This design comes from an exercise in tuning for small area, a short achievable clock period and few clock cycles on the open sky130 flow, not from production work. No functional check of the RTL was part of any run shown here.

## flow/design.v (module list and top-level ports; edited modules follow where they fit)
// module MyDesign: 209 lines
// module conv_tree: 1857 lines
module MyDesign(
      output reg        dut_busy                   ,
      input  wire       dut_run                    ,
      input  wire       reset_b                    ,
      input  wire       clk                        ,
      output            input_sram_write_enable    ,
      output     [11:0] input_sram_write_addresss  ,
      output     [15:0] input_sram_write_data      ,
      output     [11:0] input_sram_read_address    ,
      input wire [15:0] input_sram_read_data       ,
      output reg        output_sram_write_enable    ,
      output reg [11:0] output_sram_write_addresss  ,
      output reg [15:0] output_sram_write_data      ,
      output     [11:0] output_sram_read_address    ,
      input wire [15:0] output_sram_read_data       ,
      output            scratchpad_sram_write_enable    ,
      output     [11:0] scratchpad_sram_write_addresss  ,
      output     [15:0] scratchpad_sram_write_data      ,
      output     [11:0] scratchpad_sram_read_address    ,
      input wire [15:0] scratchpad_sram_read_data       ,
      output            weights_sram_write_enable    ,
      output     [11:0] weights_sram_write_addresss  ,
      output     [15:0] weights_sram_write_data      ,
      output reg [11:0] weights_sram_read_address    ,
      input wire [15:0] weights_sram_read_data
);
  // ...
==> flow/run.sh <==
#!/bin/bash
# synth_recipe.tcl (not shown) runs the flow's synth.tcl, then flattens the netlist and writes it again
# the make line also repeats each setting of config.mk as NAME=value (left out here)
make -C /OpenROAD-flow-scripts/flow DESIGN_CONFIG=/design/flow/config.mk WORK_HOME=/design/flow/orfs CLKGATE_MAP_FILE= SYNTH_SCRIPT=/design/flow/synth_recipe.tcl finish
==> flow/config.mk <==
export PLATFORM = sky130hd
export DESIGN_NAME = MyDesign
export DESIGN_NICKNAME = MyDesign
export VERILOG_FILES = /design/flow/design.v
export SDC_FILE = /design/flow/constraint.sdc
export NUM_CORES = 4
export LEC_CHECK = 0
export CAP_MARGIN = 20
export CORE_MARGIN = 2
export CORE_UTILIZATION = 40
export SLEW_MARGIN = 20
==> flow/constraint.sdc <==
create_clock -name core_clock -period 13.0 [get_ports {clk}]
set_input_delay 2.6000 -clock core_clock [delete_from_list [all_inputs] [get_ports {clk}]]
set_output_delay 2.6000 -clock core_clock [all_outputs]
set_load 0.01 [all_outputs]
==> Flow_metrics.wiki, run 1 <==
{| class="wikitable"
! Metric !! Value
|-
| Setup violations, final || 0
|-
| Total standard cell area after synthesis || 0.0324 mm^2
|-
| Post-cts repair resize count || 0
|-
| FF+latch count || 474
|-
| Startpoint Class || register
|-
| Final weighted congestion of routability-driven global placement || 0.967
|-
| Final layout net count || 3727
|-
| Post-route core utilization || 44.6%
|-
| Number of enable-type register cells in the synthesized netlist || 111
|-
| TritonRoute pass-1 iters || 5
|-
| Post-DP HPWL || 70900 um
|-
| Flip-flop count of the largest register after layout || 145
|-
| Run status || no timing/DRC/antenna violations
|-
| Worst slew margin relative to its limit || 20.7%
|-
| Top layer in use || met4
|-
| Core Rows || 104
|-
| Start point of the critical path || sel_b
|-
| Commonest non-fill, non-tap cells in the layout || inv_1, fa_1, dfxtp_1, nand2_1, nor2b_1
|-
| Clock distribution area overhead in the final layout || 4.55%
|-
| Hold bufs inserted after CTS || 0
|-
| Number of filler cells placed in the layout || 7721
|-
| Area after DPL || 0.0342 mm^2
|-
| Post-Place Cells || 4059
|-
| WP buf/inv || 2
|-
| Clock skew || 0.0714 ns
|-
| Multi-input gate area in the final layout || 0.0192 mm^2
|-
| Source of the worst hold timing path || sr1[0]
|-
| Largest net degree at the start of global routing || 49
|-
| Number of global-route vias before repair || 21534
|-
| Number of unique standard cell types used by synthesis || 76
|-
| Hold slack || 0.327 ns
|-
| Remaining DRCs || 0
|-
| Cell area after layout || 0.0359 mm^2
|-
| Post-synthesis area per instance || 11.1 um^2
|-
| End point of the critical path || u_tree.mid[91]
|}
==> module MyDesign, before the edit <==
module MyDesign(
      output reg        dut_busy                   ,
      input  wire       dut_run                    ,
      input  wire       reset_b                    ,
      input  wire       clk                        ,
      output            input_sram_write_enable    ,
      output     [11:0] input_sram_write_addresss  ,
      output     [15:0] input_sram_write_data      ,
      output     [11:0] input_sram_read_address    ,
      input wire [15:0] input_sram_read_data       ,
      output reg        output_sram_write_enable    ,
      output reg [11:0] output_sram_write_addresss  ,
      output reg [15:0] output_sram_write_data      ,
      output     [11:0] output_sram_read_address    ,
      input wire [15:0] output_sram_read_data       ,
      output            scratchpad_sram_write_enable    ,
      output     [11:0] scratchpad_sram_write_addresss  ,
      output     [15:0] scratchpad_sram_write_data      ,
      output     [11:0] scratchpad_sram_read_address    ,
      input wire [15:0] scratchpad_sram_read_data       ,
      output            weights_sram_write_enable    ,
      output     [11:0] weights_sram_write_addresss  ,
      output     [15:0] weights_sram_write_data      ,
      output reg [11:0] weights_sram_read_address    ,
      input wire [15:0] weights_sram_read_data
);
  assign input_sram_write_enable        = 1'b0;
  assign input_sram_write_addresss      = 12'd0;
  assign input_sram_write_data          = 16'd0;
  assign output_sram_read_address       = 12'd0;
  assign scratchpad_sram_write_enable   = 1'b0;
  assign scratchpad_sram_write_addresss = 12'd0;
  assign scratchpad_sram_write_data     = 16'd0;
  assign scratchpad_sram_read_address   = 12'd0;
  assign weights_sram_write_enable      = 1'b0;
  assign weights_sram_write_addresss    = 12'd0;
  assign weights_sram_write_data        = 16'd0;
  localparam S_IDLE = 3'd0,    
             S_HDR  = 3'd1,    
             S_RUN  = 3'd2,    
             S_HW   = 3'd3,    
             S_DONE = 3'd4;    
  reg  [2:0]  state;
  reg  [11:0] addr;            
  reg  [11:0] cb;              
  reg  [5:0]  half;            
  reg  [1:0]  j;               
  reg  [4:0]  s;               
  reg  [4:0]  a;               
  reg  [2:0]  dcnt;            
  reg  last_s, last_a;
  always @(posedge clk) begin
    last_s <= (s == half[4:0] - 5'd1);
    last_a <= (a == half[4:0] - 5'd2);
  end
  wire hdr_end = (input_sram_read_data[7:0] == 8'hFF);
  reg         use_cb, inc_half, inc_one;
  wire [11:0] abase   = use_cb ? cb : addr;
  wire [11:0] addr_nx = abase + {6'd0, inc_half ? half : 6'd0} + {11'd0, inc_one};
  always @(posedge clk) begin
    use_cb   <= (j == 2'd2) && !(last_s && last_a);
    inc_half <= (j != 2'd2) || (last_s && !last_a);
    inc_one  <= (j == 2'd2);
  end
  always @(posedge clk) begin
    if (!reset_b) begin
      state <= S_IDLE;
      addr  <= 12'd0;
      dut_busy <= 1'b0;
      j <= 2'd0; s <= 5'd0; a <= 5'd0;
      dcnt <= 3'd0;
    end else begin
      case (state)
        S_IDLE: begin
          addr <= 12'd0;
          if (dut_run) begin
            state    <= S_HDR;
            dut_busy <= 1'b1;
          end
        end
        S_HDR: begin
          half <= input_sram_read_data[6:1];
          j <= 2'd0; s <= 5'd0; a <= 5'd0;
          addr <= addr + 12'd1;
          cb   <= addr + 12'd1;
          dcnt <= 3'd0;
          state <= hdr_end ? S_DONE : S_RUN;
        end
        S_RUN: begin
          addr <= addr_nx;
          j <= j + 2'd1;
          if (j == 2'd3) begin
            cb <= addr_nx;
            if (last_s) begin
              s <= 5'd0;
              a <= a + 5'd1;
              if (last_a) state <= S_HW;
            end else begin
              s <= s + 5'd1;
            end
          end
        end
        S_HW: begin
          state <= S_HDR;
        end
        S_DONE: begin
          dcnt <= dcnt + 3'd1;
          if (dcnt == 3'd5) begin
            dut_busy <= 1'b0;
            state    <= S_IDLE;
            addr     <= 12'd0;
          end
        end
        default: state <= S_IDLE;
      endcase
    end
  end
  assign input_sram_read_address = addr;
  reg  [2:0]  waddr;
  reg  [7:0]  kr [0:8];
  always @(posedge clk) begin
    if (!reset_b) begin
      waddr <= 3'd0;
    end else if (state == S_IDLE && dut_run) begin
      waddr <= 3'd1;
    end else if (waddr != 3'd0) begin
      waddr <= (waddr == 3'd5) ? 3'd0 : waddr + 3'd1;
    end
    case (waddr)
      3'd1: begin kr[0] <= weights_sram_read_data[15:8]; kr[1] <= weights_sram_read_data[7:0]; end
      3'd2: begin kr[2] <= weights_sram_read_data[15:8]; kr[3] <= weights_sram_read_data[7:0]; end
      3'd3: begin kr[4] <= weights_sram_read_data[15:8]; kr[5] <= weights_sram_read_data[7:0]; end
      3'd4: begin kr[6] <= weights_sram_read_data[15:8]; kr[7] <= weights_sram_read_data[7:0]; end
      3'd5: begin kr[8] <= weights_sram_read_data[15:8]; end
      default: ;
    endcase
  end
  always @(*) weights_sram_read_address = {9'd0, waddr};
  reg [15:0] sr0, sr1, sr2, sr3, sr4, sr5, sr6;
  reg [7:0]  sr7, sr8;        
  always @(posedge clk) begin
    sr0 <= input_sram_read_data;
    sr1 <= sr0; sr2 <= sr1; sr3 <= sr2; sr4 <= sr3; sr5 <= sr4; sr6 <= sr5;
    sr7 <= sr6[7:0]; sr8 <= sr7;
  end
  wire tag_start = (state == S_RUN) && (j == 2'd2) && (s != 5'd0);
  wire tag_last  = tag_start && last_s && last_a;
  reg  [8:1] tg, lt;
  reg        sel_a, sel_b;
  always @(posedge clk) begin
    if (!reset_b) begin
      tg <= 8'd0; lt <= 8'd0; sel_a <= 1'b0; sel_b <= 1'b0;
    end else begin
      tg <= {tg[7:1], tag_start};
      lt <= {lt[7:1], tag_last};
      sel_a <= tg[1] | tg[2];
      sel_b <= tg[3] | tg[4];
    end
  end
  wire [7:0] x00 = sel_a ? sr6[15:8] : sr8;
  wire [7:0] x01 = sel_a ? sr6[7:0]  : sr4[15:8];
  wire [7:0] x02 = sel_a ? sr2[15:8] : sr4[7:0];
  wire [7:0] x10 = sel_b ? sr7 : sr5[15:8];
  wire [7:0] x11 = sel_b ? sr3[15:8] : sr5[7:0];
  wire [7:0] x12 = sel_b ? sr3[7:0] : sr1[15:8];
  wire [7:0] x20 = sel_b ? sr6[7:0] : sr4[15:8];
  wire [7:0] x21 = sel_b ? sr2[15:8] : sr4[7:0];
  wire [7:0] x22 = sel_b ? sr2[7:0] : sr0[15:8];
  wire [18:0] conv;
  conv_tree u_tree (
    .clk(clk),
    .k({kr[8], kr[7], kr[6], kr[5], kr[4], kr[3], kr[2], kr[1], kr[0]}),
    .x({x22, x21, x20, x12, x11, x10, x02, x01, x00}),
    .conv(conv)
  );
  wire [6:0]  cl   = conv[18] ? 7'd0 : ((|conv[17:7]) ? 7'd127 : conv[6:0]);
  reg  [6:0]  pool;
  always @(posedge clk) begin
    if (tg[4] || cl > pool) pool <= cl;
  end
  reg hi_full;
  always @(posedge clk) begin
    if (!reset_b) begin
      output_sram_write_enable <= 1'b0;
      output_sram_write_addresss <= 12'd0;
      hi_full <= 1'b0;
    end else begin
      output_sram_write_enable <= 1'b0;
      if (output_sram_write_enable)
        output_sram_write_addresss <= output_sram_write_addresss + 12'd1;
      if (state == S_IDLE) begin
        output_sram_write_addresss <= 12'd0;
        hi_full <= 1'b0;
      end
      if (tg[8]) begin
        if (!hi_full) begin
          output_sram_write_data[15:8] <= {1'b0, pool};
          output_sram_write_data[7:0]  <= 8'd0;
          if (lt[8]) output_sram_write_enable <= 1'b1;
          else       hi_full <= 1'b1;
        end else begin
          output_sram_write_data[7:0] <= {1'b0, pool};
          output_sram_write_enable <= 1'b1;
          hi_full <= 1'b0;
        end
      end
    end
  end
endmodule
==> inputs of run 2 (changes only) <==
--- a/flow/design.v
+++ b/flow/design.v
@@ -100,17 +100,17 @@
             end
           end
         end
         S_HW: begin
           state <= S_HDR;
         end
         S_DONE: begin
           dcnt <= dcnt + 3'd1;
-          if (dcnt == 3'd5) begin
+          if (dcnt == 3'd6) begin
             dut_busy <= 1'b0;
             state    <= S_IDLE;
             addr     <= 12'd0;
           end
         end
         default: state <= S_IDLE;
       endcase
     end
@@ -131,88 +131,92 @@
       3'd2: begin kr[2] <= weights_sram_read_data[15:8]; kr[3] <= weights_sram_read_data[7:0]; end
       3'd3: begin kr[4] <= weights_sram_read_data[15:8]; kr[5] <= weights_sram_read_data[7:0]; end
       3'd4: begin kr[6] <= weights_sram_read_data[15:8]; kr[7] <= weights_sram_read_data[7:0]; end
       3'd5: begin kr[8] <= weights_sram_read_data[15:8]; end
       default: ;
     endcase
   end
   always @(*) weights_sram_read_address = {9'd0, waddr};
-  reg [15:0] sr0, sr1, sr2, sr3, sr4, sr5, sr6;
-  reg [7:0]  sr7, sr8;        
+  reg [15:0] sr0, sr1, sr2, sr3, sr4, sr5;
+  reg [7:0]  sr6, sr7;        
   always @(posedge clk) begin
     sr0 <= input_sram_read_data;
-    sr1 <= sr0; sr2 <= sr1; sr3 <= sr2; sr4 <= sr3; sr5 <= sr4; sr6 <= sr5;
-    sr7 <= sr6[7:0]; sr8 <= sr7;
+    sr1 <= sr0; sr2 <= sr1; sr3 <= sr2; sr4 <= sr3; sr5 <= sr4;
+    sr6 <= sr5[7:0]; sr7 <= sr6;
   end
   wire tag_start = (state == S_RUN) && (j == 2'd2) && (s != 5'd0);
   wire tag_last  = tag_start && last_s && last_a;
-  reg  [8:1] tg, lt;
-  reg        sel_a, sel_b;
+  reg  [9:1] tg, lt;
   always @(posedge clk) begin
     if (!reset_b) begin
-      tg <= 8'd0; lt <= 8'd0; sel_a <= 1'b0; sel_b <= 1'b0;
+      tg <= 9'd0; lt <= 9'd0;
     end else begin
-      tg <= {tg[7:1], tag_start};
-      lt <= {lt[7:1], tag_last};
-      sel_a <= tg[1] | tg[2];
-      sel_b <= tg[3] | tg[4];
+      tg <= {tg[8:1], tag_start};
+      lt <= {lt[8:1], tag_last};
     end
   end
-  wire [7:0] x00 = sel_a ? sr6[15:8] : sr8;
-  wire [7:0] x01 = sel_a ? sr6[7:0]  : sr4[15:8];
-  wire [7:0] x02 = sel_a ? sr2[15:8] : sr4[7:0];
-  wire [7:0] x10 = sel_b ? sr7 : sr5[15:8];
-  wire [7:0] x11 = sel_b ? sr3[15:8] : sr5[7:0];
-  wire [7:0] x12 = sel_b ? sr3[7:0] : sr1[15:8];
-  wire [7:0] x20 = sel_b ? sr6[7:0] : sr4[15:8];
-  wire [7:0] x21 = sel_b ? sr2[15:8] : sr4[7:0];
-  wire [7:0] x22 = sel_b ? sr2[7:0] : sr0[15:8];
-  wire [18:0] conv;
+  wire sel_a = tg[1] | tg[2];
+  reg  [7:0] x00, x01, x02, x10, x11, x12, x20, x21, x22;
+  always @(posedge clk) begin
+    x00 <= sel_a ? sr5[15:8] : sr7;
+    x01 <= sel_a ? sr5[7:0]  : sr3[15:8];
+    x02 <= sel_a ? sr1[15:8] : sr3[7:0];
+    x10 <= sel_a ? sr4[15:8] : sr6;
+    x11 <= sel_a ? sr4[7:0]  : sr2[15:8];
+    x12 <= sel_a ? sr0[15:8] : sr2[7:0];
+    x20 <= sel_a ? sr3[15:8] : sr5[7:0];
+    x21 <= sel_a ? sr3[7:0]  : sr1[15:8];
+    x22 <= sel_a ? input_sram_read_data[15:8] : sr1[7:0];
+  end
+  wire [18:0] ra, rb;
   conv_tree u_tree (
     .clk(clk),
     .k({kr[8], kr[7], kr[6], kr[5], kr[4], kr[3], kr[2], kr[1], kr[0]}),
     .x({x22, x21, x20, x12, x11, x10, x02, x01, x00}),
-    .conv(conv)
+    .ra(ra), .rb(rb)
   );
+  wire [18:0] conv = ra + rb;
   wire [6:0]  cl   = conv[18] ? 7'd0 : ((|conv[17:7]) ? 7'd127 : conv[6:0]);
+  reg  [6:0]  clr;
   reg  [6:0]  pool;
   always @(posedge clk) begin
-    if (tg[4] || cl > pool) pool <= cl;
+    clr <= cl;
+    if (tg[5] || clr > pool) pool <= clr;
   end
   reg hi_full;
   always @(posedge clk) begin
     if (!reset_b) begin
       output_sram_write_enable <= 1'b0;
       output_sram_write_addresss <= 12'd0;
       hi_full <= 1'b0;
     end else begin
       output_sram_write_enable <= 1'b0;
       if (output_sram_write_enable)
         output_sram_write_addresss <= output_sram_write_addresss + 12'd1;
       if (state == S_IDLE) begin
         output_sram_write_addresss <= 12'd0;
         hi_full <= 1'b0;
       end
-      if (tg[8]) begin
+      if (tg[9]) begin
         if (!hi_full) begin
           output_sram_write_data[15:8] <= {1'b0, pool};
           output_sram_write_data[7:0]  <= 8'd0;
-          if (lt[8]) output_sram_write_enable <= 1'b1;
+          if (lt[9]) output_sram_write_enable <= 1'b1;
           else       hi_full <= 1'b1;
         end else begin
           output_sram_write_data[7:0] <= {1'b0, pool};
           output_sram_write_enable <= 1'b1;
           hi_full <= 1'b0;
         end
       end
     end
   end
 endmodule
-module conv_tree(input clk, input [71:0] k, input [71:0] x, output reg [18:0] conv);
+module conv_tree(input clk, input [71:0] k, input [71:0] x, output reg [18:0] ra, output reg [18:0] rb);
   reg [144:0] mid;
   wire p1 = x[0] & k[0];
   wire p2 = x[0] & k[1];
   wire p3 = x[0] & k[2];
   wire p4 = x[0] & k[3];
   wire p5 = x[0] & k[4];
   wire p6 = x[0] & k[5];
   wire p7 = x[0] & k[6];
@@ -2056,11 +2060,12 @@
     mid[137] <= c1364;
     mid[138] <= c1366;
     mid[139] <= s1473;
     mid[140] <= c1466;
     mid[141] <= c1468;
     mid[142] <= c1470;
     mid[143] <= c1472;
     mid[144] <= c1474;
-    conv <= {c1670, s1705, s1703, s1701, s1699, s1697, s1695, s1693, s1691, s1689, s1687, s1685, s1683, s1681, s1679, s1677, s1675, s1673, s1635} + {c1706, c1704, c1702, c1700, c1698, c1696, c1694, c1692, c1690, c1688, c1686, c1684, c1682, c1680, c1678, c1676, c1674, c1672, s1671};
+    ra <= {c1670, s1705, s1703, s1701, s1699, s1697, s1695, s1693, s1691, s1689, s1687, s1685, s1683, s1681, s1679, s1677, s1675, s1673, s1635};
+    rb <= {c1706, c1704, c1702, c1700, c1698, c1696, c1694, c1692, c1690, c1688, c1686, c1684, c1682, c1680, c1678, c1676, c1674, c1672, s1671};
   end
 endmodule
==> Flow_metrics.wiki, run 2 <==
{| class="wikitable"
! Metric !! Value
|-
| Run status || no timing/DRC/antenna violations (unchanged)
|-
| Core Rows || 106 (was 104)
|-
| Clock tree from TritonCTS || done (unchanged)
|-
| Met3 demand-to-capacity share in global routing || 3.62% (was 5.73%)
|-
| Die ar. || 0.0866 mm^2 (was 0.0834 mm^2)
|-
| Remaining DRCs || 0 (unchanged)
|-
| Area share of the leading cell type in the synthesized netlist || 32.3% (was 33.5%)
|-
| Post-cts repair resize count || 0 (unchanged)
|-
| Number of buffers inserted by port buffering || 77 (unchanged)
|-
| Top Registers || u_tree.mid: 145 flops, kr: 72 flops (was u_tree.mid: 145 flops, kr: 72 flops, u_tree.conv: 19 flops)
|-
| Commonest non-fill, non-tap cells in the layout || fa_1, inv_1, dfxtp_1, and2_1, nand2_1 (was inv_1, fa_1, dfxtp_1, nand2_1, nor2b_1)
|-
| Maximum clock frequency || 0.230 GHz (was 0.197 GHz)
|-
| Source of the worst hold timing path || sr0[2] (was sr1[0])
|-
| Startpoint Class || register (unchanged)
|-
| Antenna violations before repair || 3 (was 2)
|-
| Clock insertion delay at the later pin of the skew report || 0.64 ns (was 0.65 ns)
|-
| Crit-path max FO || 8 (was 48)
|-
| Number of cells on the critical path || 1 (was 9)
|-
| Share of cells above drive strength 1 || 6.37% (was 6.40%)
|-
| Register area share after synthesis || 36.3% (was 32.7%)
|-
| Final weighted congestion of routability-driven global placement || 0.956 (was 0.967)
|-
| Total standard cell area after synthesis || 0.0337 mm^2 (was 0.0324 mm^2)
|-
| Most frequent cell after synthesis || fa_1 (was inv_1)
|-
| Global Route Usage Sum || 20.8% (was 22.3%)
|-
| Post-route core utilization || 44.8% (was 44.6%)
|-
| Total negative slack for setup checks || 0 ns (unchanged)
|-
| Routed via count || 20275 (was 19821)
|-
| GR Util met2 || 34.0% (was 36.4%)
|-
| Final Critical Period || 4.35 ns (was 5.06 ns)
|-
| Final worst-path cycle share || 33.5% (was 39.0%)
|-
| Source of the worst register-to-register timing path || kr[0][4] (was sel_b)
|-
| RSZ-0062 raised after global routing || false (unchanged)
|-
| Vias per cell || 4.80 (was 4.77)
|-
| Area Overhead vs Synth || 11.0% (was 10.6%)
|-
| Number of unique standard cell types used by synthesis || 53 (was 76)
|-
| Synth area leaders || fa_1, dfxtp_1, edfxtp_1 (unchanged)
|-
| Most common cell after layout, fill and taps aside || fa_1 (was inv_1)
|-
| Post-Route WL || 87200 um (was 88800 um)
|-
| Total of warnings raised by yosys || 3 (unchanged)
|-
| Nature of the critical path endpoint || output pin (was register)
|-
| End point of the critical path || input_sram_read_address[6] (was u_tree.mid[91])
|-
| Global-route wire length before repair || 132000 um (was 134000 um)
|-
| Final number of max-transition violations || 0 (unchanged)
|-
| Required time reported for the critical path endpoint || 10.40 ns (was 13.45 ns)
|-
| Dominant synthesized flop cell || dfxtp_1 (unchanged)
|-
| Chip Height || 294 um (was 289 um)
|-
| Total clock buffers created by CTS || 57 (was 50)
|-
| Initial Utilization || 40.3% (about the same)
|-
| Dominant cell type by area after synthesis || fa_1 (unchanged)
|-
| Data arrival at the endpoint of the critical path || 1.75 ns (was 5.51 ns)
|-
| Max Buffers Root-to-Sink || 3 (unchanged)
|-
| Worst Tran Pin Value || 1.04 ns (was 1.17 ns)
|-
| Flip-flop and latch count after synthesis || 556 (was 474)
|-
| Number of cells on the worst reg-to-reg path || 11 (was 9)
|-
| Worst min-delay path category || reg2reg (unchanged)
|-
| Number of enable-type register cells in the synthesized netlist || 111 (unchanged)
|-
| Core area || 0.0836 mm^2 (was 0.0804 mm^2)
|-
| WL per Instance || 20.6 um (was 21.4 um)
|-
| Hold bufs inserted after CTS || 0 (unchanged)
|-
| Largest net degree at the start of global routing || 73 (was 49)
|-
| Family with the most delay on the worst path || buffers and inverters (was adder cells)
|-
| Root buf cell || clkbuf_16 (unchanged)
|-
| CTS clk-pin slew, worst paths || 0.06 ns (about the same)
|-
| Register with the most flip-flops || u_tree.mid (unchanged)
|-
| Number of global-route vias before repair || 21264 (was 21534)
|-
| Final hold violations || 0 (unchanged)
|-
| Clock skew || 0.0636 ns (was 0.0714 ns)
|-
| Congestion Overflow GR || 0 (unchanged)
|-
| Final layout net count || 3770 (was 3727)
|-
| TritonRoute pass-1 iters || 6 (was 5)
|-
| CP cell instances || clkdlybuf4s50_1 (was buf_4 > mux2i_1 > nor2b_1 > fa_1 > fa_1 > fa_1 > fa_1 > inv_1 > fa_1)
|-
| Violation count after the first detailed-routing iteration || 1398 (was 1331)
|-
| Post-synthesis instance total || 2976 (was 2919)
|-
| Flip-flop count of the largest register after layout || 145 (unchanged)
|-
| Max Cap Viol || 0 (unchanged)
|-
| Setup Crit Path Kind || reg2out (was reg2reg)
|-
| Start point of the critical path || addr[6] (was sel_b)
|-
| Number of buffers added for setup after CTS || 0 (unchanged)
|-
| Largest stage delay, worst path || 0.61 ns (was 0.95 ns)
|-
| Die width || 294 um (was 289 um)
|-
| End of the worst register-to-register path || u_tree.mid[73] (was u_tree.mid[91])
|-
| Met1 GRT Util || 27.4% (was 28.2%)
|-
| Post-synthesis area per instance || 11.3 um^2 (was 11.1 um^2)
|-
| Share of async-settable or async-resettable flops after synthesis || 0% (unchanged)
|-
| Worst slew margin relative to its limit || 30.5% (was 20.7%)
|-
| Setup violations, final || 0 (unchanged)
|-
| WP buf/inv || 1 (was 2)
|-
| Post-DP HPWL || 69100 um (was 70900 um)
|-
| CTS H-Tree Depth || 2 (unchanged)
|-
| Number of nets with antenna violations after detailed routing || 0 (unchanged)
|-
| Number of clock sinks || 556 (was 474)
|-
| Number of placed I/O pins || 232 (unchanged)
|-
| Layer carrying the most global-route usage || met2 (unchanged)
|-
| CP max-delay cell || clkdlybuf4s50_1 (was mux2i_1)
|-
| Most common library cells after synthesis || fa_1, inv_1, dfxtp_1 (was inv_1, fa_1, dfxtp_1)
|}
[run 2: changes by cell type after synthesis, moves of 21 or more]
cell and change:
and2_1 +183, dfxtp_1 +82, inv_1 -21, mux2_2 +30, mux2i_1 -28, nand2_1 +74, nand2b_1 -52, nor2b_1 -199
[run 2: cells by family (layout without fill, tap and decap cells)]
family	Yosys count	count (layout)	synth area share [%]
buffers and inverters	689	732	9.04
muxes	89	89	2.93
other	1	130	0.0111
xor gates and xnor gates	63	63	1.64
DFF	556	556	36.3
adders and majority gates	609	609	34.7
AOI/OAI and AO/OA	150	150	2.81
and+or+nand+nor	819	819	12.5
[run 2: area by class of cell]
cell class | count | area (um^2)
Inverter | 533 | 2000
Timing Repair Buffer | 94 | 898
Sequential cell | 556 | 12200
Clock inverter | 32 | 394
Fill cell | 7847 | 46200
Clock buffer | 73 | 1610
Tap cell | 1080 | 1350
Multi-Input combinational cell | 1852 | 18900
Antenna cell | 8 | 20.0
[run 2: through the flow]
step           hold WS [ns]  std cells  area [um^2]  worst slack, ns
6_report              0.327       4228        37400             8.65
4_1_cts               0.330       4220        37400             8.61
2_1_floorplan         0.310       3097        34200             8.91
3_3_place_gp          0.311       4115        35400             8.26
5_1_grt               0.342       4220        37400             8.56
3_5_place_dp          0.315       4115        35400             8.45
[run 2: metal layers]
metal	share of wire (%)	vias to the layer above
met1	42	10345
met3	7.1	184
met5	0	-
li1	-	9006
met2	47	740
met4	4.3	0
[run 2: how the worst min path moves through the flow]
stage	endpoint	slack (ns)	cells past startpoint
floorplan	sr1[0]	0.31	0
global placement	sr1[2]	0.31	0
detailed placement	sr1[2]	0.31	0
CTS	sr1[2]	0.33	0
global route	sr1[1]	0.34	0
finish	sr1[2]	0.33	0
==> inputs of run 3 (changes only) <==
--- a/flow/config.mk
+++ b/flow/config.mk
@@ -7,5 +7,7 @@
 export LEC_CHECK = 0
 export CAP_MARGIN = 20
 export CORE_MARGIN = 2
-export CORE_UTILIZATION = 40
+export CORE_UTILIZATION = 60
+export CTS_BUF_LIST = sky130_fd_sc_hd__clkbuf_4 sky130_fd_sc_hd__clkbuf_8
+export PLACE_DENSITY = 0.75
 export SLEW_MARGIN = 20
==> Flow_metrics.wiki, run 3 <==
{| class="wikitable"
! Metric !! Value
|-
| Run status || no timing/DRC/antenna violations (unchanged)
|-
| Worst hold path cell count || 0 (unchanged)
|-
| Final number of max-transition violations || 0 (unchanged)
|-
| Required time reported for the critical path endpoint || 10.40 ns (about the same)
|-
| GR Util met2 || 53.9% (was 34.0%)
|-
| Post-cts repair resize count || 0 (unchanged)
|-
| Data arrival at the endpoint of the critical path || 1.81 ns (was 1.75 ns)
|-
| Flip-flop count of the largest register after layout || 145 (unchanged)
|-
| Family with the most delay on the worst path || buffers and inverters (unchanged)
|-
| Number of buffers added for setup after CTS || 0 (unchanged)
|-
| Remaining DRCs || 0 (unchanged)
|-
| Dominant synthesized flop cell || dfxtp_1 (unchanged)
|-
| Source of the worst hold timing path || sr0[4] (was sr0[2])
|-
| Setup violations, final || 0 (unchanged)
|-
| CTS clk-pin slew, worst paths || 0.06 ns (about the same)
|-
| Largest stage delay, worst path || 0.61 ns (about the same)
|-
| Number of placed I/O pins || 232 (unchanged)
|-
| Final layout net count || 3790 (was 3770)
|-
| Final Critical Period || 4.41 ns (was 4.35 ns)
|-
| Nature of the critical path endpoint || output pin (unchanged)
|-
| Most common library cells after synthesis || fa_1, inv_1, dfxtp_1 (unchanged)
|-
| Dominant cell type by area after synthesis || fa_1 (unchanged)
|-
| Source of the worst register-to-register timing path || kr[0][3] (was kr[0][4])
|-
| Area share of the leading cell type in the synthesized netlist || 32.3% (unchanged)
|-
| Global-route wire length before repair || 136000 um (was 132000 um)
|-
| Post-synthesis instance total || 2976 (unchanged)
|-
| Post-synthesis area per instance || 11.3 um^2 (unchanged)
|-
| Number of buffers inserted by port buffering || 77 (unchanged)
|-
| Worst Hold Endpoint || sr1[4] (was sr1[2])
|-
| WP buf/inv || 1 (unchanged)
|-
| Clock skew || 0.0268 ns (was 0.0636 ns)
|-
| Congestion Overflow GR || 0 (unchanged)
|-
| Vias per cell || 5.32 (was 4.80)
|-
| Core Rows || 86 (was 106)
|-
| Routed via count || 20915 (was 20275)
|-
| Commonest non-fill, non-tap cells in the layout || fa_1, inv_1, dfxtp_1, and2_1, nand2_1 (unchanged)
|-
| Number of unique standard cell types used by synthesis || 53 (unchanged)
|-
| Worst slew margin relative to its limit || 26.2% (was 30.5%)
|-
| Initial Utilization || 60.9% (was 40.3%)
|-
| Top Registers || u_tree.mid: 145 flops, kr: 72 flops (unchanged)
|-
| Antenna violations before repair || 5 (was 3)
|-
| Crit-path max FO || 8 (unchanged)
|-
| Hold bufs inserted after CTS || 0 (unchanged)
|-
| CTS H-Tree Depth || 3 (was 2)
|-
| Number of cells on the worst reg-to-reg path || 11 (unchanged)
|-
| Total of warnings raised by yosys || 3 (unchanged)
|-
| Clock tree from TritonCTS || done (unchanged)
|-
| Flip-flop and latch count after synthesis || 556 (unchanged)
|-
| Setup Crit Path Kind || reg2out (unchanged)
|-
| End of the worst register-to-register path || u_tree.mid[73] (unchanged)
|-
| Total standard cell area after synthesis || 0.0337 mm^2 (unchanged)
|-
| Number of filler cells placed in the layout || 4233 (was 7847)
|-
| CP max-delay cell || clkdlybuf4s50_1 (unchanged)
|-
| Die ar. || 0.0581 mm^2 (was 0.0866 mm^2)
|-
| Number of global-route vias before repair || 22682 (was 21264)
|-
| RSZ-0062 raised after global routing || false (unchanged)
|-
| CP cell instances || clkdlybuf4s50_1 (unchanged)
|-
| Root buf cell || clkbuf_8 (was clkbuf_16)
|-
| Share of cells above drive strength 1 || 7.71% (was 6.37%)
|-
| Number of clock sinks || 556 (unchanged)
|-
| Startpoint Class || register (unchanged)
|-
| Final weighted congestion of routability-driven global placement || 1.01 (was 0.956)
|-
| Layer carrying the most global-route usage || met2 (unchanged)
|-
| Violation count after the first detailed-routing iteration || 1721 (was 1398)
|-
| Register area share after synthesis || 36.3% (unchanged)
|-
| Total negative slack for setup checks || 0 ns (unchanged)
|-
| Area Overhead vs Synth || 8.94% (was 11.0%)
|-
| Synth area leaders || fa_1, dfxtp_1, edfxtp_1 (unchanged)
|-
| Core area || 0.0553 mm^2 (was 0.0836 mm^2)
|-
| Number of nets with antenna violations after detailed routing || 0 (unchanged)
|-
| Total clock buffers created by CTS || 86 (was 57)
|-
| Met3 demand-to-capacity share in global routing || 7.50% (was 3.62%)
|-
| Register with the most flip-flops || u_tree.mid (unchanged)
|-
| Most common cell after layout, fill and taps aside || fa_1 (unchanged)
|-
| Share of async-settable or async-resettable flops after synthesis || 0% (unchanged)
|-
| Start point of the critical path || addr[8] (was addr[6])
|-
| Clock insertion delay at the later pin of the skew report || 0.70 ns (was 0.64 ns)
|-
| Max Buffers Root-to-Sink || 3 (unchanged)
|-
| Number of enable-type register cells in the synthesized netlist || 111 (unchanged)
|-
| Post-Route WL || 90800 um (was 87200 um)
|-
| Final worst-path cycle share || 33.9% (was 33.5%)
|-
| Die width || 241 um (was 294 um)
|-
| Global Route Usage Sum || 32.9% (was 20.8%)
|-
| Most frequent cell after synthesis || fa_1 (unchanged)
|-
| Final hold violations || 0 (unchanged)
|-
| Maximum clock frequency || 0.227 GHz (was 0.230 GHz)
|-
| Largest net degree at the start of global routing || 73 (unchanged)
|-
| Met1 GRT Util || 41.3% (was 27.4%)
|-
| Chip Height || 241 um (was 294 um)
|-
| Max Cap Viol || 0 (unchanged)
|-
| TritonRoute pass-1 iters || 5 (was 6)
|-
| Post-DP HPWL || 71900 um (was 69100 um)
|-
| WL per Instance || 23.1 um (was 20.6 um)
|-
| Worst Tran Pin Value || 1.11 ns (was 1.04 ns)
|-
| Hold slack || 0.325 ns (was 0.327 ns)
|-
| Worst min-delay path category || reg2reg (unchanged)
|}
[run 3: how the worst max path moves through the flow]
stage,endpoint,slack [ns],cells after the start
floorplan,cb[0],8.91,4
global placement,cb[5],7.76,4
detailed placement,cb[5],8.11,4
CTS,input_sram_read_address[8],8.54,1
global route,input_sram_read_address[8],8.52,1
finish,input_sram_read_address[8],8.59,1
[run 3: cell families (layout without fill, tap and decap cells)]
logic type      after synthesis  in the layout  synth area share, %
flops                       556            556                 36.3
other cells                   1            127               0.0111
fa+ha+maj                   609            609                 34.7
buf+inv                     689            771                 9.04
mux                          89             89                 2.93
xor+xnor                     63             63                 1.64
simple gates                819            819                 12.5
compound gates              150            150                 2.81
[run 3: metal layers]
layer / wire [um] / up-vias / part of all wire [%]
li1: - / 9046 / -
met4: 5130 / 0 / 5.6
met3: 7510 / 268 / 8.3
met2: 43100 / 954 / 47
met5: 0 / - / 0
met1: 35100 / 10647 / 39
[run 3: area by class of cell]
cell class | instances | area, um^2 | area share (%)
multi-input combinational | 1852 | 18900 | 51.5
sequential | 556 | 12200 | 33.3
inverter | 533 | 2000 | 5.45
clock buffer | 137 | 1680 | 4.57
tap | 748 | 936 | 2.55
timing repair buffer | 85 | 831 | 2.26
clock inverter | 16 | 123 | 0.334
antenna | 5 | 12.5 | 0.0341
[run 3: per-stage QoR]
step	instance area, um^2	setup WS [ns]	instances	util (%)
after floorplan	34200	8.91	3097	-
after global placement	34900	7.76	3774	63.1
after detailed placement	34900	8.11	3774	63.1
after CTS	36700	8.54	3927	66.4
after global routing	36700	8.52	3927	66.4
final	36700	8.59	3932	66.4
==> inputs of run 4 (changes only) <==
==> flow/flow/run.sh (new file) <==
#!/bin/bash
# Own layout flow: the standard flow (standard.sh) with two changes.
#  1. After the standard synthesis, fa_polarity.py chooses each full adder's polarity (a full
#     adder is self-dual) and swaps simple gates for their complements, so that most of the
#     inverters Yosys leaves between the adders of the multiplier tree go away. Registers and
#     their cells are untouched; the netlist computes the same function.
#  2. Ports are buffered with sky130_fd_sc_hd__buf_4 (one buffer per port, as the standard
#     flow does) instead of the buffer buffer_ports picks by itself.
# Each step's full output goes to a log file in the work folder.
set -euo pipefail
W=$PWD
RES=$W/orfs/results/${FLOW_PLATFORM}/MyDesign/base
bash standard.sh synth > 1_std_synth.log 2>&1
cp "$RES/1_2_yosys.v" 1_2_yosys.standard.v
python3 flow/fa_polarity.py 1_2_yosys.standard.v 1_2_yosys.polarity.v > 2_fa_polarity.log 2>&1
cp 1_2_yosys.polarity.v "$RES/1_2_yosys.v"
rm -f "$RES/1_synth.odb" "$RES/1_synth.sdc"
bash standard.sh synth > 3_std_synth_odb.log 2>&1
bash standard.sh "BUFFER_PORTS_ARGS=-buffer_cell sky130_fd_sc_hd__buf_4" finish > 4_std_layout.log 2>&1
==> flow/flow/fa_polarity.py (new file) <==
#!/usr/bin/env python3
"""Remove inverters around full adders in a Yosys/ORFS gate netlist by choosing each full
adder's polarity. A full adder is self-dual: FA(~a, ~b, ~c) = (~sum, ~cout), so an FA cell may
compute on complemented inputs and produce complemented outputs. This picks, per FA cell, the
polarity that needs the fewest inverters, then rebuilds the inverters: for each signal at most one
inverter feeds every pin that needs its complement. Flip-flops and all other cells keep their
connections and function; nets connected to ports are left as they are.

usage: fa_polarity.py in.v out.v
"""
import re
import sys
import random

src = open(sys.argv[1]).read()
cell_re = re.compile(r'^(\s*)(sky130_fd_sc_hd__\w+)\s+(\S+)\s*\((.*?)\);\n', re.S | re.M)
pin_re = re.compile(r'\.(\w+)\(\s*(.*?)\s*\)\s*(?:,|$)', re.S)

cells = []          # [type, name, {pin: net}, order]
spans = []
for m in cell_re.finditer(src):
    typ, name, body = m.group(2), m.group(3), m.group(4)
    pins = [(p, n.strip()) for p, n in pin_re.findall(body)]
    cells.append([typ, name, dict(pins), [p for p, _ in pins]])
    spans.append((m.start(), m.end()))

OUTPINS = {'X', 'Y', 'Q', 'Q_N', 'SUM', 'COUT', 'HI', 'LO'}
# complement pairs with the same inputs: (cell, output pin, area)
PAIRS = [("and2_1", "X", 6.256, "nand2_1", "Y", 3.7536), ("and2_0", "X", 6.256, "nand2_1", "Y", 3.7536),
         ("or2_1", "X", 6.256, "nor2_1", "Y", 3.7536), ("xor2_1", "X", 8.7584, "xnor2_1", "Y", 8.7584),
         ("or2b_1", "X", 7.5072, "nor2b_1", "Y", 6.256), ("and2b_1", "X", 7.5072, "nand2b_1", "Y", 6.256),
         ("a21o_1", "X", 7.5072, "a21oi_1", "Y", 5.0048), ("o21a_1", "X", 7.5072, "o21ai_0", "Y", 5.0048),
         ("a22o_1", "X", 8.7584, "a22oi_1", "Y", 7.5072), ("o22a_1", "X", 8.7584, "o22ai_1", "Y", 6.256),
         ("mux2_1", "X", 11.2608, "mux2i_1", "Y", 10.0096), ("and3_1", "X", 6.256, "nand3_1", "Y", 5.0048),
         ("or3_1", "X", 6.256, "nor3_1", "Y", 5.0048), ("a211o_1", "X", 8.7584, "a211oi_1", "Y", 7.5072),
         ("o211a_1", "X", 10.0096, "o211ai_1", "Y", 7.5072), ("a31o_1", "X", 8.7584, "a31oi_1", "Y", 6.256),
         ("o31a_1", "X", 8.7584, "o31ai_1", "Y", 7.5072), ("or3b_1", "X", 8.7584, "nor3b_1", "Y", 7.5072),
         ("and3b_1", "X", 8.7584, "nand3b_1", "Y", 7.5072), ("xor3_1", "X", 23.7728, "xnor3_1", "X", 22.5216),
         ("a2bb2o_1", "X", 10.0096, "a2bb2oi_1", "Y", 8.7584), ("o2bb2a_1", "X", 10.0096, "o2bb2ai_1", "Y", 8.7584),
         ("a32o_1", "X", 10.0096, "a32oi_1", "Y", 8.7584), ("and4_1", "X", 8.7584, "nand4_1", "Y", 6.256),
         ("or4_1", "X", 7.5072, "nor4_1", "Y", 6.256), ("a21bo_1", "X", 10.0096, "a21boi_0", "Y", 7.5072),
         ("o21ba_1", "X", 10.0096, "o21bai_1", "Y", 7.5072)]
COMP = {}
for a, ap, aa, b, bp, ba in PAIRS:
    COMP["sky130_fd_sc_hd__" + a] = ("sky130_fd_sc_hd__" + b, ap, bp, ba - aa)
    if "sky130_fd_sc_hd__" + b not in COMP:
        COMP["sky130_fd_sc_hd__" + b] = ("sky130_fd_sc_hd__" + a, bp, ap, aa - ba)
INV_AREA = 3.7536
def is_inv(t): return re.search(r'__(clk)?inv_\d+$', t) is not None
def is_fa(t): return re.search(r'__fa_\d+$', t) is not None

# port nets: anything declared input/output (bus bits written as name[i])
ports = set()
for m in re.finditer(r'^\s*(input|output)\s+(\[(\d+):(\d+)\]\s+)?(\S+?)\s*;', src, re.M):
    nm = m.group(5)
    if m.group(2):
        hi, lo = int(m.group(3)), int(m.group(4))
        for i in range(min(hi, lo), max(hi, lo) + 1):
            ports.add(f"{nm}[{i}]")
    ports.add(nm)

driver = {}
loads = {}
for ci, (typ, name, pins, order) in enumerate(cells):
    for p, n in pins.items():
        if p in OUTPINS:
            driver[n] = (ci, p)
        else:
            loads.setdefault(n, []).append((ci, p))

# root and parity through inverter chains
def root_of(n):
    par = 0
    seen = 0
    while n in driver and is_inv(cells[driver[n][0]][0]) and seen < 50:
        n = cells[driver[n][0]][2]['A']
        par ^= 1
        seen += 1
    return n, par

inv_cells = [ci for ci, c in enumerate(cells) if is_inv(c[0])]
fa_cells = [ci for ci, c in enumerate(cells) if is_fa(c[0])]
gate_cells = [ci for ci, c in enumerate(cells) if c[0] in COMP]
fa_index = {ci: k for k, ci in enumerate(fa_cells)}

# terminal loads of each root: (cell, pin, parity), over the root's inverter tree
term = {}
tree_nets = {}
def collect(r):
    res = []
    nets = []
    stack = [(r, 0)]
    while stack:
        n, par = stack.pop()
        nets.append(n)
        for (ci, p) in loads.get(n, []):
            if is_inv(cells[ci][0]):
                stack.append((cells[ci][2]['Y'], par ^ 1))
            else:
                res.append((ci, p, par))
    return res, nets

roots = set()
for ci in inv_cells:
    roots.add(root_of(cells[ci][2]['A'])[0])
for ci in fa_cells:
    for p in ('COUT', 'SUM'):
        roots.add(cells[ci][2][p])
    for p in ('A', 'B', 'CIN'):
        roots.add(root_of(cells[ci][2][p])[0])
for ci in gate_cells:
    roots.add(cells[ci][2][COMP[cells[ci][0]][1]])
frozen = set()
for r in roots:
    t, nets = collect(r)
    term[r] = t
    tree_nets[r] = nets
    if any(n in ports for n in nets) or r.startswith("1'"):
        frozen.add(r)

src_fa = {}
for ci in fa_cells:
    for p in ('COUT', 'SUM'):
        src_fa[cells[ci][2][p]] = fa_index[ci]
NF = len(fa_cells)
gate_var = {}
for k, ci in enumerate(gate_cells):
    gate_var[ci] = NF + k
    src_fa[cells[ci][2][COMP[cells[ci][0]][1]]] = NF + k
var_cell = fa_cells + gate_cells
fixed = set()
for r in frozen:
    if r in src_fa:
        fixed.add(src_fa[r])

# roots touched by each FA (its output roots and the roots feeding its inputs)
fa_roots = [set() for _ in var_cell]
for r in roots:
    if r in src_fa:
        fa_roots[src_fa[r]].add(r)
    for (ci, p, par) in term[r]:
        if ci in fa_index:
            fa_roots[fa_index[ci]].add(r)

pol = [0] * len(var_cell)
def var_cost(k):
    if k < NF or not pol[k]:
        return 0.0
    return COMP[cells[var_cell[k]][0]][3]

def cost_root(r):
    if r in frozen:
        return INV_AREA if any(par for (ci, p, par) in term[r]) else 0.0
    ps = pol[src_fa[r]] if r in src_fa else 0
    need = False
    for (ci, p, par) in term[r]:
        pl = pol[fa_index[ci]] if ci in fa_index else 0
        if par ^ pl ^ ps:
            need = True
            break
    return INV_AREA if need else 0.0

def total():
    return sum(cost_root(r) for r in roots) + sum(var_cost(k) for k in range(len(var_cell)))

before = sum(1 for _ in inv_cells)
start = total()
improved = True
it = 0
order = list(range(len(var_cell)))
rng = random.Random(1)
while improved and it < 50:
    improved = False
    it += 1
    rng.shuffle(order)
    for k in order:
        if k in fixed:
            continue
        rs = fa_roots[k]
        c0 = sum(cost_root(r) for r in rs) + var_cost(k)
        pol[k] ^= 1
        c1 = sum(cost_root(r) for r in rs) + var_cost(k)
        if c1 < c0 - 1e-9:
            improved = True
        else:
            pol[k] ^= 1
# simulated annealing on top of the greedy result
import math
cur = total()
best = cur
best_pol = pol[:]
free = [k for k in range(len(var_cell)) if k not in fixed]
T0, T1, STEPS = 4.0, 0.05, 400000
for step in range(STEPS):
    T = T0 * (T1 / T0) ** (step / STEPS)
    k = free[rng.randrange(len(free))]
    rs = fa_roots[k]
    c0 = sum(cost_root(r) for r in rs) + var_cost(k)
    pol[k] ^= 1
    c1 = sum(cost_root(r) for r in rs) + var_cost(k)
    d = c1 - c0
    if d <= 0 or rng.random() < math.exp(-d / T):
        cur += d
        if cur < best - 1e-9:
            best = cur
            best_pol = pol[:]
    else:
        pol[k] ^= 1
pol = best_pol
end = total()
sys.stderr.write(f"inverters before {before}, cost (um2) before {start:.1f}, after {end:.1f}, "
                 f"fa {len(fa_cells)} flipped {sum(pol[:NF])}, gates {len(gate_cells)} flipped {sum(pol[NF:])}, iterations {it}\n")

# rebuild: drop tree inverters of non-frozen roots, add one inverter per root that needs it
drop = set()
newcells = []
newwires = []
k = 0
for r in roots:
    if r in frozen:
        continue
    tr = term[r]
    ps = pol[src_fa[r]] if r in src_fa else 0
    for n in tree_nets[r]:
        if n in driver and is_inv(cells[driver[n][0]][0]):
            drop.add(driver[n][0])
    inv_net = None
    for (ci, p, par) in tr:
        pl = pol[fa_index[ci]] if ci in fa_index else 0
        if par ^ pl ^ ps:
            if inv_net is None:
                inv_net = f"_polfix_n{k}_"
                newwires.append(inv_net)
                newcells.append(("sky130_fd_sc_hd__inv_1", f"_polfix_i{k}_", {'A': r, 'Y': inv_net}, ['A', 'Y']))
                k += 1
            cells[ci][2][p] = inv_net
        else:
            cells[ci][2][p] = r

for ci, k in gate_var.items():
    if pol[k]:
        typ, name, pins, order = cells[ci]
        nt, op, np_, _ = COMP[typ]
        pins[np_] = pins.pop(op)
        cells[ci] = [nt, name, pins, [np_ if q == op else q for q in order]]
out = []
pos = 0
first = spans[0][0] if spans else len(src)
head = src[:first]
# declare new wires after the last wire declaration of the header
idx = head.rfind('\n  wire ')
idx = head.index('\n', idx + 1) + 1 if idx >= 0 else len(head)
head = head[:idx] + ''.join(f"  wire {w};\n" for w in newwires) + head[idx:]
out.append(head)
def fmt(typ, name, pins, order):
    body = ",\n".join(f"    .{p}({pins[p]}{' ' if pins[p].startswith(chr(92)) else ''})" for p in order)
    return f"  {typ} {name} (\n{body}\n  );\n"
for ci, (typ, name, pins, order) in enumerate(cells):
    if ci in drop:
        continue
    out.append(fmt(typ, name, pins, order))
for c in newcells:
    out.append(fmt(*c))
out.append(src[spans[-1][1]:] if spans else "")
open(sys.argv[2], 'w').write(''.join(out))
sys.stderr.write(f"dropped {len(drop)} inverters, added {len(newcells)}\n")
==> flow/standard.sh (new file) <==
#!/bin/bash
# synth_recipe.tcl (not shown) runs the flow's synth.tcl, then flattens the netlist and writes it again
# the make line also repeats each setting of config.mk as NAME=value (left out here)
make -C /OpenROAD-flow-scripts/flow DESIGN_CONFIG=/design/flow/config.mk WORK_HOME=/design/flow/orfs CLKGATE_MAP_FILE= SYNTH_SCRIPT=/design/flow/synth_recipe.tcl "${@:-finish}"
--- a/flow/config.mk
+++ b/flow/config.mk
@@ -7,7 +7,5 @@
 export LEC_CHECK = 0
 export CAP_MARGIN = 20
 export CORE_MARGIN = 2
-export CORE_UTILIZATION = 60
-export CTS_BUF_LIST = sky130_fd_sc_hd__clkbuf_4 sky130_fd_sc_hd__clkbuf_8
-export PLACE_DENSITY = 0.75
+export CORE_UTILIZATION = 40
 export SLEW_MARGIN = 20
removed: flow/run.sh
==> Flow_metrics.wiki, run 4 <==
{| class="wikitable"
! Metric !! Value
|-
| Cell area after layout || 0.0354 mm^2 (was 0.0367 mm^2)
|-
| Clock tree from TritonCTS || done (unchanged)
|-
| Worst slew margin relative to its limit || 34.5% (was 26.2%)
|-
| Global Route Usage Sum || 23.0% (was 32.9%)
|-
| Core Rows || 103 (was 86)
|-
| Violation count after the first detailed-routing iteration || 1313 (was 1721)
|-
| Final worst-path cycle share || 32.0% (was 33.9%)
|-
| Area after DPL || 0.0335 mm^2 (was 0.0349 mm^2)
|-
| Number of placed I/O pins || 232 (unchanged)
|-
| Top Registers || u_tree.mid: 145 flops, kr: 72 flops (unchanged)
|-
| TritonRoute pass-1 iters || 5 (unchanged)
|-
| Required time reported for the critical path endpoint || 13.46 ns (was 10.40 ns)
|-
| Cell type with the highest occurrence count on the critical path || fa_1
|-
| Nature of the critical path endpoint || register (was output pin)
|-
| Maximum clock frequency || 0.240 GHz (was 0.227 GHz)
|-
| Share of cells above drive strength 1 || 9.90% (was 7.71%)
|-
| Clock insertion delay at the later pin of the skew report || 0.63 ns (was 0.70 ns)
|-
| Largest stage delay, worst path || 0.93 ns (was 0.61 ns)
|-
| CP cell instances || nand2_1 > fa_1 > ha_1 > inv_1 > fa_1 > fa_1 > fa_1 > fa_1 (was clkdlybuf4s50_1)
|-
| Initial Utilization || 40.5% (was 60.9%)
|-
| Die ar. || 0.0824 mm^2 (was 0.0581 mm^2)
|-
| Clock skew || 0.0522 ns (was 0.0268 ns)
|-
| Max Cap Viol || 0 (unchanged)
|-
| Largest net degree at the start of global routing || 73 (unchanged)
|-
| Post-DP HPWL || 73700 um (was 71900 um)
|-
| Post-Place Cells || 3665 (was 3774)
|-
| Register with the most flip-flops || u_tree.mid (unchanged)
|-
| Number of buffers added for setup after CTS || 0 (unchanged)
|-
| Startpoint Class || register (unchanged)
|-
| Max Buffers Root-to-Sink || 3 (unchanged)
|-
| Total standard cell area after synthesis || 0.0321 mm^2 (was 0.0337 mm^2)
|-
| Setup Crit Path Kind || reg2reg (was reg2out)
|-
| Final layout net count || 3349 (was 3790)
|-
| Data arrival at the endpoint of the critical path || 4.62 ns (was 1.81 ns)
|-
| Worst min-delay path category || reg2reg (unchanged)
|-
| Hold slack || 0.326 ns (was 0.325 ns)
|-
| Remaining DRCs || 0 (unchanged)
|-
| Final number of max-transition violations || 0 (unchanged)
|-
| Vias per cell || 5.03 (was 5.32)
|-
| Total of warnings raised by yosys || 3 (unchanged)
|-
| Congestion Overflow GR || 0 (unchanged)
|-
| Number of clock sinks || 556 (unchanged)
|-
| Crit-path max FO || 8 (unchanged)
|-
| WL per Instance || 24.5 um (was 23.1 um)
|-
| Die width || 287 um (was 241 um)
|-
| Setup violations, final || 0 (unchanged)
|-
| Worst Tran Pin Value || 0.981 ns (was 1.11 ns)
|-
| Final Critical Period || 4.16 ns (was 4.41 ns)
|-
| CTS H-Tree Depth || 2 (was 3)
|-
| Hold bufs inserted after CTS || 0 (unchanged)
|-
| Routed via count || 18942 (was 20915)
|-
| Global-route wire length before repair || 137000 um (was 136000 um)
|-
| Post-route core utilization || 44.7% (was 66.4%)
|-
| Root buf cell || clkbuf_16 (was clkbuf_8)
|-
| Core area || 0.0791 mm^2 (was 0.0553 mm^2)
|-
| Post-cts repair resize count || 0 (unchanged)
|-
| Antenna violations before repair || 5 (unchanged)
|-
| Post-synthesis area per instance || 12.5 um^2 (was 11.3 um^2)
|-
| Post-layout instance count excluding filler cells || 3769 (was 3932)
|-
| Chip Height || 287 um (was 241 um)
|-
| Number of buffers inserted by port buffering || 77 (unchanged)
|-
| Area Overhead vs Synth || 10.4% (was 8.94%)
|-
| Post-Route WL || 92200 um (was 90800 um)
|-
| Commonest non-fill, non-tap cells in the layout || fa_1, dfxtp_1, and2_1, nand2_1, conb_1 (was fa_1, inv_1, dfxtp_1, and2_1, nand2_1)
|-
| Post-synthesis instance total || 2561 (was 2976)
|-
| Total clock buffers created by CTS || 55 (was 86)
|-
| Flip-flop count of the largest register after layout || 145 (unchanged)
|-
| Number of global-route vias before repair || 20918 (was 22682)
|-
| Final hold violations || 0 (unchanged)
|-
| Total negative slack for setup checks || 0 ns (unchanged)
|-
| Most common cell after layout, fill and taps aside || fa_1 (unchanged)
|-
| Run status || no timing/DRC/antenna violations (unchanged)
|-
| Final weighted congestion of routability-driven global placement || 0.938 (was 1.01)
|-
| CTS clk-pin slew, worst paths || 0.06 ns (about the same)
|-
| CP max-delay cell || dfxtp_1 (was clkdlybuf4s50_1)
|-
| RSZ-0062 raised after global routing || false (unchanged)
|-
| Number of nets with antenna violations after detailed routing || 0 (unchanged)
|}
run 4: through the flow:
step	setup WS (ns)
2_1_floorplan	8.91
3_3_place_gp	8.41
3_5_place_dp	8.76
4_1_cts	8.88
5_1_grt	8.85
6_report	8.84
run 4: final cells by class:
type | count | area, um^2
tap | 1050 | 1310
sequential | 556 | 12200
clock inverter | 34 | 339
timing repair buffer | 90 | 683
multi-input combinational | 1852 | 18800
clock buffer | 68 | 1550
antenna | 1 | 2.50
fill | 7261 | 43800
inverter | 118 | 443
run 4: worst max-delay path, delay by kind of cell, from the launching register on:
kind | cells | cell delay [ns]
DFF | 1 | 0.93
adders and majority gates | 6 | 2.84
and+or+nand+nor | 1 | 0.19
buffers and inverters | 1 | 0.05
run 4: layer usage:
layer / vias to the layer above / global-route usage (%) / routed length [um] / share of wire [%]
met5: - / 0 / 0 / 0
met4: 0 / 9.61 / 4360 / 4.7
met3: 205 / 4.09 / 5910 / 6.4
met2: 669 / 38.2 / 43800 / 48
met1: 9915 / 29.9 / 38100 / 41
li1: 8153 / - / - / -
run 4: worst paths after layout:
check        startpoint        endpoint  slack [ns]  cells past startpoint
max              x00[4]  u_tree.mid[73]        8.84                      8
min              sr0[3]          sr1[3]        0.33                      0
max reg2reg      x00[4]  u_tree.mid[73]        8.84                      8
min reg2reg      sr0[3]          sr1[3]        0.33                      0
==> inputs of run 5 (changes only) <==
--- a/flow/config.mk
+++ b/flow/config.mk
@@ -5,7 +5,7 @@
 export SDC_FILE = /design/flow/constraint.sdc
 export NUM_CORES = 4
 export LEC_CHECK = 0
-export CAP_MARGIN = 20
+export CAP_MARGIN = 60
 export CORE_MARGIN = 2
 export CORE_UTILIZATION = 40
-export SLEW_MARGIN = 20
+export SLEW_MARGIN = 60
==> Flow_metrics.wiki, run 5 <==
{| class="wikitable"
! Metric !! Value
|-
| CP cell instances || buf_4 (was nand2_1 > fa_1 > ha_1 > inv_1 > fa_1 > fa_1 > fa_1 > fa_1)
|-
| Core Rows || 103 (unchanged)
|-
| Total of warnings raised by yosys || 3 (unchanged)
|-
| Number of placed I/O pins || 232 (unchanged)
|-
| RSZ-0062 raised after global routing || false (unchanged)
|-
| Run status || no timing/DRC/antenna violations (unchanged)
|-
| Register with the most flip-flops || u_tree.mid (unchanged)
|-
| WL per Instance || 24.6 um (was 24.5 um)
|-
| Data arrival at the endpoint of the critical path || 1.34 ns (was 4.62 ns)
|-
| Total standard cell area after synthesis || 0.0321 mm^2 (unchanged)
|-
| Clock insertion delay at the later pin of the skew report || 0.63 ns (about the same)
|-
| Flip-flop count of the largest register after layout || 145 (unchanged)
|-
| Total negative slack for setup checks || 0 ns (unchanged)
|-
| Crit-path max FO || 8 (unchanged)
|-
| Final worst-path cycle share || 30.3% (was 32.0%)
|-
| CTS H-Tree Depth || 2 (unchanged)
|-
| Worst min-delay path category || reg2reg (unchanged)
|-
| Chip Height || 287 um (unchanged)
|-
| Most common cell after layout, fill and taps aside || fa_1 (unchanged)
|-
| Hold slack || 0.318 ns (was 0.326 ns)
|-
| Post-synthesis instance total || 2561 (unchanged)
|-
| Clock tree from TritonCTS || done (unchanged)
|-
| TritonRoute pass-1 iters || 7 (was 5)
|-
| Post-DP HPWL || 75300 um (was 73700 um)
|-
| Post-synthesis area per instance || 12.5 um^2 (unchanged)
|-
| Total clock buffers created by CTS || 56 (was 55)
|-
| Nature of the critical path endpoint || output pin (was register)
|-
| Global Route Usage Sum || 23.3% (was 23.0%)
|-
| Hold bufs inserted after CTS || 0 (unchanged)
|-
| Final layout net count || 3360 (was 3349)
|-
| CP max-delay cell || dfxtp_1 (unchanged)
|-
| Commonest non-fill, non-tap cells in the layout || fa_1, dfxtp_1, and2_1, nand2_1, conb_1 (unchanged)
|-
| Core area || 0.0791 mm^2 (unchanged)
|-
| Routed via count || 19091 (was 18942)
|-
| Maximum clock frequency || 0.254 GHz (was 0.240 GHz)
|-
| Worst Tran Pin Value || 0.632 ns (was 0.981 ns)
|-
| Number of clock sinks || 556 (unchanged)
|-
| Vias per cell || 5.04 (was 5.03)
|-
| Remaining DRCs || 0 (unchanged)
|-
| Largest net degree at the start of global routing || 73 (unchanged)
|-
| Pre-CTS WS || 8.98 ns (was 8.76 ns)
|-
| Post-Route WL || 93200 um (was 92200 um)
|-
| Number of global-route vias before repair || 21020 (was 20918)
|-
| Final Critical Period || 3.94 ns (was 4.16 ns)
|-
| Die ar. || 0.0824 mm^2 (unchanged)
|-
| Initial Utilization || 40.5% (unchanged)
|-
| Share of cells above drive strength 1 || 11.5% (was 9.90%)
|-
| Cell area after layout || 0.0356 mm^2 (was 0.0354 mm^2)
|-
| Number of buffers inserted by port buffering || 77 (unchanged)
|-
| Final hold violations || 0 (unchanged)
|-
| Worst setup slack after layout || 9.06 ns (was 8.84 ns)
|-
| Antenna violations before repair || 6 (was 5)
|-
| Worst slew margin relative to its limit || 57.8% (was 34.5%)
|-
| WP buf/inv || 1 (unchanged)
|-
| Root buf cell || clkbuf_16 (unchanged)
|-
| Violation count after the first detailed-routing iteration || 1569 (was 1313)
|-
| Clock skew || 0.0348 ns (was 0.0522 ns)
|-
| Area Overhead vs Synth || 11.1% (was 10.4%)
|-
| Die width || 287 um (unchanged)
|-
| Global-route wire length before repair || 138000 um (was 137000 um)
|-
| Top Registers || u_tree.mid: 145 flops, kr: 72 flops (unchanged)
|-
| Area after DPL || 0.0336 mm^2 (was 0.0335 mm^2)
|-
| Post-cts repair resize count || 0 (unchanged)
|-
| Number of nets with antenna violations after detailed routing || 0 (unchanged)
|-
| Setup Crit Path Kind || reg2out (was reg2reg)
|-
| CTS clk-pin slew, worst paths || 0.06 ns (about the same)
|-
| Final number of max-transition violations || 0 (unchanged)
|-
| Max Cap Viol || 0 (unchanged)
|-
| Required time reported for the critical path endpoint || 10.40 ns (was 13.46 ns)
|-
| Max Buffers Root-to-Sink || 3 (unchanged)
|-
| Largest stage delay, worst path || 0.52 ns (was 0.93 ns)
|-
| Family with the most delay on the worst path || flip-flops (was adder cells)
|-
| Startpoint Class || register (unchanged)
|-
| Congestion Overflow GR || 0 (unchanged)
|-
| Final weighted congestion of routability-driven global placement || 0.970 (was 0.938)
|-
| Number of buffers added for setup after CTS || 0 (unchanged)
|-
| Number of filler cells placed in the layout || 7254 (was 7261)
|-
| Setup violations, final || 0 (unchanged)
|}
## run 5: cell types whose count changed in the layout (fill, tap and decap cells not counted), sizes merged
cell	before	now
buf	90	100
bufinv	5	6
clkbuf	68	69
clkinv	22	18
clkinvlp	2	7
diode	1	4
## run 5: final cells by class
| cell class | instances | area (um^2) | share of cell area [%] |
|---|---|---|---|
| multi-input combinational | 1852 | 18900 | 52.9 |
| sequential | 556 | 12300 | 34.5 |
| clock buffer | 69 | 1530 | 4.31 |
| tap | 1050 | 1310 | 3.69 |
| timing repair buffer | 100 | 782 | 2.20 |
| inverter | 118 | 443 | 1.24 |
| clock inverter | 36 | 404 | 1.13 |
| antenna | 4 | 10.0 | 0.0281 |
## run 5: path summary, 6_finish.rpt
check	from	endpoint	slack (ns)	depth (start not counted)
hold reg to reg	sr0[4]	sr1[4]	0.32	0
hold / removal	sr0[4]	sr1[4]	0.32	0
setup reg to reg	kr[0][3]	u_tree.mid[73]	9.09	9
setup / recovery	addr[7]	input_sram_read_address[7]	9.06	1
## run 5: metrics by stage
step,instances,util [%]
final,3785,45.0
after global routing,3781,45.0
after CTS,3778,44.9
after detailed placement,3673,42.5
after global placement,3660,42.2
after floorplan,2682,-
## run 5: per-layer routing
| layer | GRT usage [%] | part of all wire (%) | up-vias |
|---|---|---|---|
| li1 | - | - | 8180 |
| met1 | 30.6 | 41 | 9982 |
| met2 | 38.4 | 48 | 750 |
| met3 | 4.17 | 7.1 | 177 |
| met4 | 8.83 | 4.0 | 2 |
| met5 | 0 | 0.012 | - |

-- static timing again, ports no longer ideal --
No port has a modelled driver above. Below, the same layouts with a new extraction and two added sets of constraints. Step 1: set_driving_cell puts a clkbuf_16 on clk and a buf_2 on each other input, an assumption about the parent block. Step 2 moves the port delays by t, midway between the first and last clock arrival at a register: inputs arrive t later, outputs are due t later. That takes back most of the time a late clock gives input paths. Slacks: ideal / step 1 / step 2; pairs: ideal / step 1.
run | t (ns) | setup WS [ns] | clock arrival spread, ns | worst slew at a driven data input, ns | pins driven straight from the clock port
run 1 | 0.676 | 7.936 / 7.936 / 7.936 | 0.072 / 0.071 | 0.07 | 1
run 2 | 0.665 | 8.651 / 8.590 / 8.511 | 0.064 / 0.064 | 0.07 | 1
run 3 | 0.743 | 8.592 / 8.533 / 8.113 | 0.028 / 0.028 | 0.06 | 1
run 4 | 0.662 | 8.840 / 8.840 / 8.804 | 0.053 / 0.053 | 0.06 | 1
run 5 | 0.667 | 9.065 / 9.007 / 9.054 | 0.039 / 0.039 | 0.08 | 1
After both steps every run listed still meets setup and hold. The setup slack of run 3, which loses most, moves by -0.059 ns with the drivers and by -0.479 ns with both steps.
